Source: an optimization exercise on an open RTL-to-GDS flow (aim: small area). Production flows keep margins and buffers that such runs may drop.
Where RTL was checked, it was by simulation tests only, not by an equivalence proof against the original.
The RTL of run 2 was laid out without a check of its function.

$ cat design/flow/constraint.sdc
create_clock -name core_clock -period 5.0 [get_ports {clk}]
set_input_delay 1.0000 -clock core_clock [delete_from_list [all_inputs] [get_ports {clk}]]
set_output_delay 1.0000 -clock core_clock [all_outputs]
set_load 0.01 [all_outputs]
$ cat design/flow/config.mk
export PLATFORM = sky130hd
export DESIGN_NAME = EF
export DESIGN_NICKNAME = EF
export VERILOG_FILES = /design/flow/design.v
export SDC_FILE = /design/flow/constraint.sdc
export NUM_CORES = 4
export LEC_CHECK = 0
export CAP_MARGIN = 20
export CORE_MARGIN = 2
export CORE_UTILIZATION = 40
export SLEW_MARGIN = 20
$ cat design/flow/run.sh
#!/bin/bash
# synth_recipe.tcl (not shown) runs the flow's synth.tcl, then flattens the netlist and writes it again
# the make line also repeats each setting of config.mk as NAME=value (left out here)
make -C /OpenROAD-flow-scripts/flow DESIGN_CONFIG=/design/flow/config.mk WORK_HOME=/design/flow/orfs CLKGATE_MAP_FILE= SYNTH_SCRIPT=/design/flow/synth_recipe.tcl finish
$ cat design/flow/design.v
module EF
#(
    parameter TAP_N     = 17,  
    parameter DI_IL_W   = 2,  
    parameter DI_FL_W   = 5,  
    parameter DI_W      = DI_IL_W + DI_FL_W + 1,
    parameter C_IL_W    = 2,  
    parameter C_FL_W    = 5,  
    parameter C_W       = C_IL_W + C_FL_W + 1,
    parameter DO_IL_W   = 2,  
    parameter DO_FL_W   = 5,  
    parameter DO_W      = DO_IL_W + DO_FL_W + 1
)
(
    input  wire                 clk, 
    input  wire                 rst_n,
    input  wire                 valid_i,
    input  wire signed [DI_W-1:0]      data_i,
    input  wire  [TAP_N*C_W-1:0] coeff_i,
    output reg                  valid_o,  
    output reg  signed [DO_W-1:0]      data_o    
);
reg [4:0] cnt;
reg signed [7:0] buffer [16:0];
reg signed [19:0] result; 
wire signed [19:0] round;
reg signed [15:0] mut; 
reg signed [7:0] num_i; 
reg signed [7:0] num_c; 
assign round = (20'h00010 & result) + result;
always@(posedge clk or negedge rst_n) 
begin
	if(!rst_n) cnt <= 0;
	else if(cnt == 19) cnt <= 0;
	else if(cnt == 0 && valid_i == 1) cnt <= cnt + 1;
	else if(cnt == 0 && valid_i == 0) cnt <= cnt;
	else cnt <= cnt + 1;
end
always@(posedge clk or negedge rst_n) 
begin
	if(!rst_n)
	begin
	buffer[0] <= 0;
	buffer[1] <= 0;
	buffer[2] <= 0;
	buffer[3] <= 0;
	buffer[4] <= 0;
	buffer[5] <= 0;
	buffer[6] <= 0;
	buffer[7] <= 0;
	buffer[8] <= 0;
	buffer[9] <= 0;
	buffer[10] <= 0;
	buffer[11] <= 0;
	buffer[12] <= 0;
	buffer[13] <= 0;
	buffer[14] <= 0;
	buffer[15] <= 0;
	buffer[16] <= 0;
	end
	else if(cnt == 0 && valid_i == 1) 
			begin
				buffer[0] <= data_i;
				buffer[1] <= buffer[0];
				buffer[2] <= buffer[1];
				buffer[3] <= buffer[2];
				buffer[4] <= buffer[3];
				buffer[5] <= buffer[4];
				buffer[6] <= buffer[5];
				buffer[7] <= buffer[6];
				buffer[8] <= buffer[7];
				buffer[9] <= buffer[8];
				buffer[10] <= buffer[9];
				buffer[11] <= buffer[10];
				buffer[12] <= buffer[11];
				buffer[13] <= buffer[12];
				buffer[14] <= buffer[13];
				buffer[15] <= buffer[14];
				buffer[16] <= buffer[15];
			end
	else begin
		buffer[0] <= buffer[0];
		buffer[1] <= buffer[1];
		buffer[2] <= buffer[2];
		buffer[3] <= buffer[3];
		buffer[4] <= buffer[4];
		buffer[5] <= buffer[5];
		buffer[6] <= buffer[6];
		buffer[7] <= buffer[7];
		buffer[8] <= buffer[8];
		buffer[9] <= buffer[9];
		buffer[10] <= buffer[10];
		buffer[11] <= buffer[11];
		buffer[12] <= buffer[12];
		buffer[13] <= buffer[13];
		buffer[14] <= buffer[14];
		buffer[15] <= buffer[15];
		buffer[16] <= buffer[16];
	end
end
always@(posedge clk or negedge rst_n) 
begin
	if(!rst_n) result <= 0;
	else if(cnt == 2) result <= mut;
	else if(cnt >= 3 && cnt <= 18)
		begin
			result <= result + mut;
		end
 	else result <= result;
end
always@(posedge clk or negedge rst_n) 
begin
	if(!rst_n) valid_o <= 0;
	else if(cnt == 19) valid_o <= 1;
	else valid_o <= 0;
end
always@(posedge clk or negedge rst_n) 
begin
	if(!rst_n) data_o <= 0;
	else if(cnt == 19) 
		begin
			if(round[19] == 1) begin  
				if(round[18:12] == 7'b111_1111) 
				begin
					data_o[6:0] <= round[11:5]; 
					data_o[7] <= 1;
				end
				else begin 
					data_o <= 8'b1000_0000;
				end
			end
			else if(round[19] == 0) begin  
				if(round[18:12] == 7'b000_0000) 
				begin
					data_o[6:0] <= round[11:5]; 
					data_o[7] <= 0;
				end
				else begin 
					data_o <= 8'b0111_1111;
				end
			end
		end
	else data_o <= data_o;
end
always@(posedge clk or negedge rst_n) 
begin
	if(!rst_n) mut <= 0;
    else if(cnt >= 1 && cnt <= 17) mut <=  num_i * num_c;
    else mut <= 0;
end
always@(posedge clk or negedge rst_n) 
begin
	if(!rst_n) num_i <= 0;
	else if(cnt == 0 && valid_i == 1) num_i <= data_i;
	else if(cnt >= 1 && cnt <= 16) num_i <= buffer[cnt];
	else num_i <= 0;
end
always@(posedge clk or negedge rst_n) 
begin
	if(!rst_n) num_c <= 0;
	else if(cnt == 0 && valid_i == 1) num_c <= $signed(coeff_i[C_W*cnt+:C_W]);
	else if(cnt >= 1 && cnt <= 16) num_c <= $signed(coeff_i[C_W*cnt+:C_W]);
	else num_c <= 0;
end
endmodule
==> results.cfg, run 1 <==
[worst_setup_path]
slowest_stage = fa_1
rr_endpoint = mut[12]
r2r_cells = 16
critPathMaxStageDelay_ns = 0.53
r2r_start = num_i[3]
crit_path_max_fanout = 8
path_class = reg -> reg
required_ns = 5.41
reg2reg_slack_ns = 0.36
path_cells = and2_1 -> fa_1 -> inv_1 -> fa_1 -> inv_1 -> fa_1 -> inv_1 -> fa_1 -> inv_1 -> ha_1 -> a21oi_1 -> o21bai_1 -> a2111oi_1 -> nor2_1 -> xor2_1 -> and2_1
worst_setup_path_end_kind = flop
arrival_ns = 5.05
start_kind = flop

[logic_synthesis]
yosys_warnings = 2
synthCells = 1535
synth_top_area_share_pct = 37.5
ys_seq_elements = 202
synthArstFlopShare_pct = 100
netlist_area_um2 = 13500
synth_ff_type = dfrtp_1
yosys.area.top_type = dfrtp_1
synth_edf_count = 0
synth.top_cells.by_area = dfrtp_1 38%, nand2_1 15%, fa_1 8.3%, mux4_2 5.9%, ha_1 5.0%
seq_area_frac_synth_pct = 37.5
ys_types = 68
synth_nets = 1792
avgSynthCellArea_um2 = 8.77

[die]
initial_utilization_pct = 40.4
die_area_um2 = 35200
core.rowCount = 67
die_w_um = 188
pin_count = 156
core_um2 = 33400
fp.dieH_um = 188

[layout]
regArea_um2 = 5060
diodes = 0
multiInputGateArea_um2 = 7750
drive_gt1_share_pct = 7.04
final_cells = 2125
nNetsFinal = 1916
fillCellCount = 3268
area_growth_syn_to_layout_pct = 20.6
utilization_pct = 48.7

[global_routing]
grt_pass1_vias = 11100
grt_max_degree = 87
grt_use_total_pct = 22.0
antenna_found_initial = 0
grt.overflow.total = 0
grt_first_pass_wirelength_um = 61900

[route]
wl_per_cell_um = 18.2
ant_nets = 0
first_iter_violations = 691
wl_um = 38700
post-route-drc-count = 0
firstDrtPassIters = 8
vias = 11100
via_per_inst = 5.24

[place]
dpl.hpwl_um = 28400
numPortBuffers = 155
placed_cells = 2081
gp_congestion = 0.881

[clocking]
cts_root_buffer = clkbuf_16
clk_latency_ns = 0.54
clockBufferDepth = 3
cts_tree = built
numCtsBuffers = 24
path_clk_slew_ns = 0.07
cts_num_sinks = 202
cts_max_level = 1
cts_setup_buffers = 0

[sta]
setup_viol = 0
maxClockFrequency_mhz = 215
slew_headroom_pct = 34.9
fin_crit_sh_pct = 92.8
rsz0062_at_grt = false
drv_slew = 0
min_period_ns = 4.64
tightest_slew_ns = 0.974
hold_viol = 0
tns_ns = 0
skew_ns = 0.0254

[outcome]
outcome = timing/DRC/antenna clean

[flow_run]
maxCapViolCount = 0

[min_path]
hp-class = in -> async
[area by class of cell]
type                            count  area share, %
Multi-Input combinational cell   1155           47.7
Timing Repair Buffer              172           10.4
Clock inverter                      9          0.539
Tap cell                          448           3.45
Clock buffer                       35           4.32
Inverter                          104           2.40
Sequential cell                   202           31.1
[critical path, delay by kind of cell, from the launching register on]
| family | cells | cell delay, ns |
|---|---|---|
| buffers and inverters | 4 | 0.20 |
| AO/OA/AOI/OAI | 3 | 0.83 |
| flip-flops | 1 | 0.47 |
| AND/OR/NAND/NOR | 3 | 0.47 |
| XOR/XNOR | 1 | 0.15 |
| adder cells (fa/ha/maj) | 5 | 2.41 |
[how the worst max path moves through the flow]
| stage | start | to | slack (ns) | cells after the start |
|---|---|---|---|---|
| 2_1_floorplan | num_i[3] | mut[12] | 0.59 | 16 |
| 3_3_place_gp | num_i[3] | mut[12] | 0.34 | 16 |
| 3_5_place_dp | num_i[3] | mut[12] | 0.29 | 16 |
| 4_1_cts | num_i[3] | mut[12] | 0.28 | 16 |
| 5_1_grt | num_i[3] | mut[15] | 0.07 | 15 |
| 6_report | num_i[3] | mut[12] | 0.36 | 16 |
[placed cells by master, fill, tap and decap left out, drive strengths merged, types with 35 or more instances in the layout]
cell	netlist	final
dfrtp	202	202
and2	51	51
nor2	58	58
a21oi	54	54
nand2	528	528
fa	56	56
clkdlybuf4s50	0	154
inv	104	106
ha	54	54
clkbuf	50	36
mux4	35	35
[synth_stat cells (all sizes together) (3+ instances only)]
cell / instances
o21a: 6
a21o: 14
and2: 51
a22oi: 16
or2: 3
o21bai: 4
a32oi: 10
nand3: 28
and3: 10
a211oi: 10
mux2i: 15
mux2: 10
o31ai: 4
nand2b: 6
o211ai: 11
nand2: 528
xnor2: 24
a21oi: 54
a31oi: 10
xor2: 11
a222oi: 7
o21ai: 32
a2111oi: 6
mux4: 35
clkbuf: 50
nor3: 19
nor2b: 16
inv: 104
or3: 3
dfrtp: 202
ha: 54
buf: 24
nor2: 58
fa: 56
o22ai: 6
a221o: 4
nand4: 10
[through the flow]
| stage | hold slack [ns] | setup slack (ns) | area (µm²) |
|---|---|---|---|
| 3_5_place_dp | 0.465 | 0.293 | 15500 |
| 2_1_floorplan | 0.446 | 0.594 | 13500 |
| 5_1_grt | 0.501 | 0.0685 | 16200 |
| 3_3_place_gp | 0.457 | 0.344 | 15500 |
| 4_1_cts | 0.479 | 0.283 | 16200 |
| 6_report | 0.470 | 0.358 | 16200 |
[routing by layer]
| metal | track usage (%) | vias to the layer above | part of all wire [%] |
|---|---|---|---|
| met5 | 0 | - | 0 |
| met4 | 4.39 | 0 | 1.8 |
| met3 | 2.10 | 44 | 3.4 |
| met2 | 36.9 | 195 | 49 |
| met1 | 31.3 | 5524 | 46 |
| li1 | - | 5371 | - |
[kinds of logic (layout without fill, tap and decap cells)]
logic type | count (synthesis) | after routing | synth area share, %
buffers and inverters | 178 | 320 | 5.10
XOR/XNOR | 35 | 35 | 2.28
multiplexers | 60 | 60 | 7.80
AND/OR/NAND/NOR | 738 | 738 | 23.2
adder cells (fa/ha/maj) | 110 | 110 | 13.3
AO/OA/AOI/OAI | 212 | 212 | 10.7
flip-flops | 202 | 202 | 37.5
[repair_timing]
item	4_1_cts	5_1_grt
endpoints found under the hold margin	0	0
resized for setup	0	1
endpoints found under the setup margin	0	2
hold buffers	0	0
[sequential cells by signal, summed over array words and instances (netlist names)]
register / cells
valid_o: 1
result: 20
num_c: 8
data_o: 8
num_i: 8
cnt: 5
buffer: 136
mut: 16
==> run 2, diff against run 1 <==
==> design/flow/design.v (replaced) <==
module EF
#(
    parameter TAP_N     = 17,
    parameter DI_IL_W   = 2,
    parameter DI_FL_W   = 5,
    parameter DI_W      = DI_IL_W + DI_FL_W + 1,
    parameter C_IL_W    = 2,
    parameter C_FL_W    = 5,
    parameter C_W       = C_IL_W + C_FL_W + 1,
    parameter DO_IL_W   = 2,
    parameter DO_FL_W   = 5,
    parameter DO_W      = DO_IL_W + DO_FL_W + 1
)
(
    input  wire                    clk,
    input  wire                    rst_n,
    input  wire                    valid_i,
    input  wire signed [DI_W-1:0]  data_i,
    input  wire [TAP_N*C_W-1:0]    coeff_i,
    output reg                     valid_o,
    output reg  signed [DO_W-1:0]  data_o
);
reg [7:0] ring [0:15];    
reg [7:0] xn;             
reg [3:0] d;              
reg [3:0] cnt;            
reg       busy;           
reg       primed;         
reg signed [19:0] acc;
wire       last = busy & (cnt == 4'd15);
wire       ins  = busy & (d == 4'd0);
wire [7:0] head = primed ? ring[0] : 8'd0;
integer i;
always @(posedge clk) begin
    for (i = 0; i < 15; i = i + 1) ring[i] <= ring[i+1];
    ring[15] <= ins ? xn : head;
    if (valid_i) xn <= data_i;
end
always @(posedge clk or negedge rst_n) begin
    if (!rst_n) begin
        d       <= 4'd0;
        cnt     <= 4'd0;
        busy    <= 1'b0;
        primed  <= 1'b0;
        valid_o <= 1'b0;
    end else begin
        if (!last) d <= d + 4'd1;
        if (busy) cnt <= cnt + 4'd1;
        if (valid_i) busy <= 1'b1;
        else if (last) busy <= 1'b0;
        if (last) primed <= 1'b1;
        valid_o <= last;
    end
end
wire [3:0]        ci  = ~d;             
wire [127:0]      chi = coeff_i[135:8];
wire signed [7:0] cr  = chi[8*ci +: 8];
wire signed [7:0] ma  = valid_i ? data_i : head;
wire signed [7:0] mb  = valid_i ? coeff_i[7:0] : (busy ? cr : 8'd0);
wire signed [15:0] prod = ma * mb;
always @(posedge clk)
    acc <= (valid_i ? 20'sd16 : acc) + prod;
always @(*) begin
    if (!acc[19] && acc[18:12] != 7'h00)      data_o = 8'h7f;
    else if (acc[19] && acc[18:12] != 7'h7f)  data_o = 8'h80;
    else                                      data_o = acc[12:5];
end
endmodule
==> run 2 against run 1 <==
Now fails the layout checks on negative setup slack. Register-to-register slack lost 1.3 ns. Via count fell by 44%. Cell count shrank 38%. Critical path depth grew 4.
==> results.cfg, run 2 <==
[outcome]
outcome = complete, but fails checks
so_faults = negative setup slack

[route]
post-route-drc-count = 0
first_iter_violations = 280
vias = 6208
ant_nets = 0
firstDrtPassIters = 4
wl_per_cell_um = 17.0
via_per_inst = 4.72
wl_um = 22400

[logic_synthesis]
synth_top_area_share_pct = 33.9
yosys_warnings = 2
synthCells = 720
ys_seq_elements = 167
synthArstFlopShare_pct = 6.59
synth.top_cells.by_area = dfxtp_1 34%, fa_1 20%, ha_1 6.9%, mux4_1 4.8%, mux4_2 4.1%
avgSynthCellArea_um2 = 12.2
netlist_area_um2 = 8750
ys_top_cells_by_count = 148 x dfxtp_1, 89 x fa_1, 79 x inv_1, 51 x nor2_1
synth_nets = 1004
ys_types = 52
synth_edf_count = 8
synth_most_common_cell = dfxtp_1
yosys.area.top_type = dfxtp_1
synth_ff_type = dfxtp_1
seq_area_frac_synth_pct = 39.7

[die]
pin_count = 156
fp.dieH_um = 152
die_area_um2 = 23100
core.rowCount = 54
die_w_um = 152
core_um2 = 21600
initial_utilization_pct = 40.5

[clocking]
clockBufferDepth = 2
cts_tree = built
cts_max_level = 4
hold_buffers = 0
cts_num_sinks = 167
clk_latency_ns = 0.42
cts_root_buffer = clkbuf_16
path_clk_slew_ns = 0.07
numCtsBuffers = 17

[layout]
layout_commonest_cell = dfxtp_1
reg.largest.list = ring (128), acc (20), xn (8)
drive_gt1_share_pct = 32.4
largest_register_ff_count = 128
area_growth_syn_to_layout_pct = 47.4
nNetsFinal = 1305
final_cell_mix = 148 x dfxtp_1, 119 x buf_4, 91 x dlygate4sd2_1
diodes = 0
utilization_pct = 59.7
largest-register = ring

[global_routing]
grt_use_total_pct = 20.4
grt_max_degree = 21
grt.overflow.total = 0
antenna_found_initial = 1
grt_pass1_vias = 6856
grt_first_pass_wirelength_um = 36900

[sta]
hold_viol = 0
slew_headroom_pct = 44.9
rsz0062_at_grt = true
skew_ns = 0.0119
maxClockFrequency_mhz = 167
drv_slew = 0
tightest_slew_ns = 0.824
min_period_ns = 5.98
setup_ws_ns = -0.980
setup_viol = 13
fin_crit_sh_pct = 120

[worst_setup_path]
critPathBufInv = 3
crit_family = adder cells
path_class = in -> reg
crit_path_max_fanout = 4
start_kind = primary input
cpMostUsedCell = fa_1
critPathMaxStageDelay_ns = 0.56
worst_setup_path_end_kind = flop
arrival_ns = 6.29
path_cells = dlygate4sd2_1 -> mux4_2 -> mux2i_4 -> o22ai_2 -> a21oi_2 -> buf_6 -> buf_12 -> nor2_4 -> fa_1 -> fa_1 -> fa_1 -> fa_1 -> ha_4 -> ha_4 -> a21o_1 -> a31o_2 -> a31o_4 -> a2111oi_4 -> nor3_2 -> xor2_1
slowest_stage = fa_1
required_ns = 5.31

[place]
numPortBuffers = 155
place_ws_ns = -1.82
dpl.hpwl_um = 17800
gp_congestion = 0.887

[min_path]
hp-class = reg -> reg

[flow_run]
maxCapViolCount = 0
run 2: changes by cell type in the layout (fill, tap and decap cells not counted), moves of 29 or more:
cell / change
inv_1: -29
nand2_1: -482
a21oi_1: -48
dfxtp_1: +148
dfrtp_1: -190
dlygate4sd2_1: +91
clkdlybuf4s50_1: -128
buf_4: +103
and2_1: -50
run 2: layout make-up:
type | count | area [µm²]
timing repair buffer | 304 | 2680
clock buffer | 17 | 425
inverter | 82 | 308
fill | 1806 | 8720
multi-input combinational | 449 | 5480
clock inverter | 15 | 180
sequential | 167 | 3480
tap | 280 | 350
run 2: repair_timing:
action,in CTS,in global routing
pin swaps,72,33
endpoints found under the hold margin,0,0
setup buffers,28,9
resized for setup,267,54
cloned,1,1
endpoints found under the setup margin,15,14
run 2: layer usage:
| layer | GRT usage (%) | up-vias | wire (µm) |
|---|---|---|---|
| li1 | - | 2987 | - |
| met1 | 29.3 | 3079 | 10700 |
| met2 | 32.0 | 112 | 10500 |
| met3 | 3.57 | 30 | 771 |
| met4 | 5.70 | 0 | 420 |
| met5 | 0 | - | 0 |
run 2: per-stage QoR:
step	hold WS (ns)	setup TNS (ns)	instances	cell area [µm²]
floorplan	0.310	-8.10	720	8870
global placement	0.310	-21.91	1246	11500
detailed placement	0.312	-22.28	1246	11500
CTS	0.322	-10.33	1306	12600
global route	0.320	-11.48	1314	12900
finish	0.320	-9.52	1314	12900
run 2: cell families after synthesis:
logic type	share of synthesized area (%)
and+or+nand+nor	8.29
muxes	11.0
AOI/OAI and AO/OA	6.03
buffers and inverters	5.10
xor gates and xnor gates	2.60
adders and majority gates	27.2
DFF	39.7
run 2: final timing paths:
path                              start           to  slack [ns]  cells past startpoint
min                         ring[11][7]  ring[10][7]        0.32                      0
min in group asynchronous         rst_n       cnt[2]        0.93                      1
min reg2reg                 ring[11][7]  ring[10][7]        0.32                      0
max in group asynchronous         rst_n         d[0]        3.67                      1
max reg2reg                        d[0]      acc[14]       -0.93                     22
max                        coeff_i[132]      acc[14]       -0.98                     20

[afterwards: timing with drivers on the ports]
The results above use ideal ports. As a check the final layouts listed here were re-extracted and re-timed, cells and wires unchanged. Step 1, drivers: a clkbuf_16 drives clk and a buf_2 each remaining input, both assumed. Step 2 times the ports against the registers' clock, not the clock port: input delays grow and output delays shrink by t, the midpoint of the rising clock arrivals with the driver on. a / b / c = ideal / step 1 / step 2; a / b = the first two.
| run | t (ns) | setup WS [ns] | worst setup path at the end | pins driven straight from the clock port |
|---|---|---|---|---|
| run 1 | 0.577 | 0.358 / 0.358 / 0.358 | register to register | 1 |
| run 2 | 0.460 | -0.980 / -0.968 / -1.428 | input to register | 1 |
The setup slack of run 2, which loses most, moves by +0.012 ns with the drivers and by -0.448 ns with both steps.
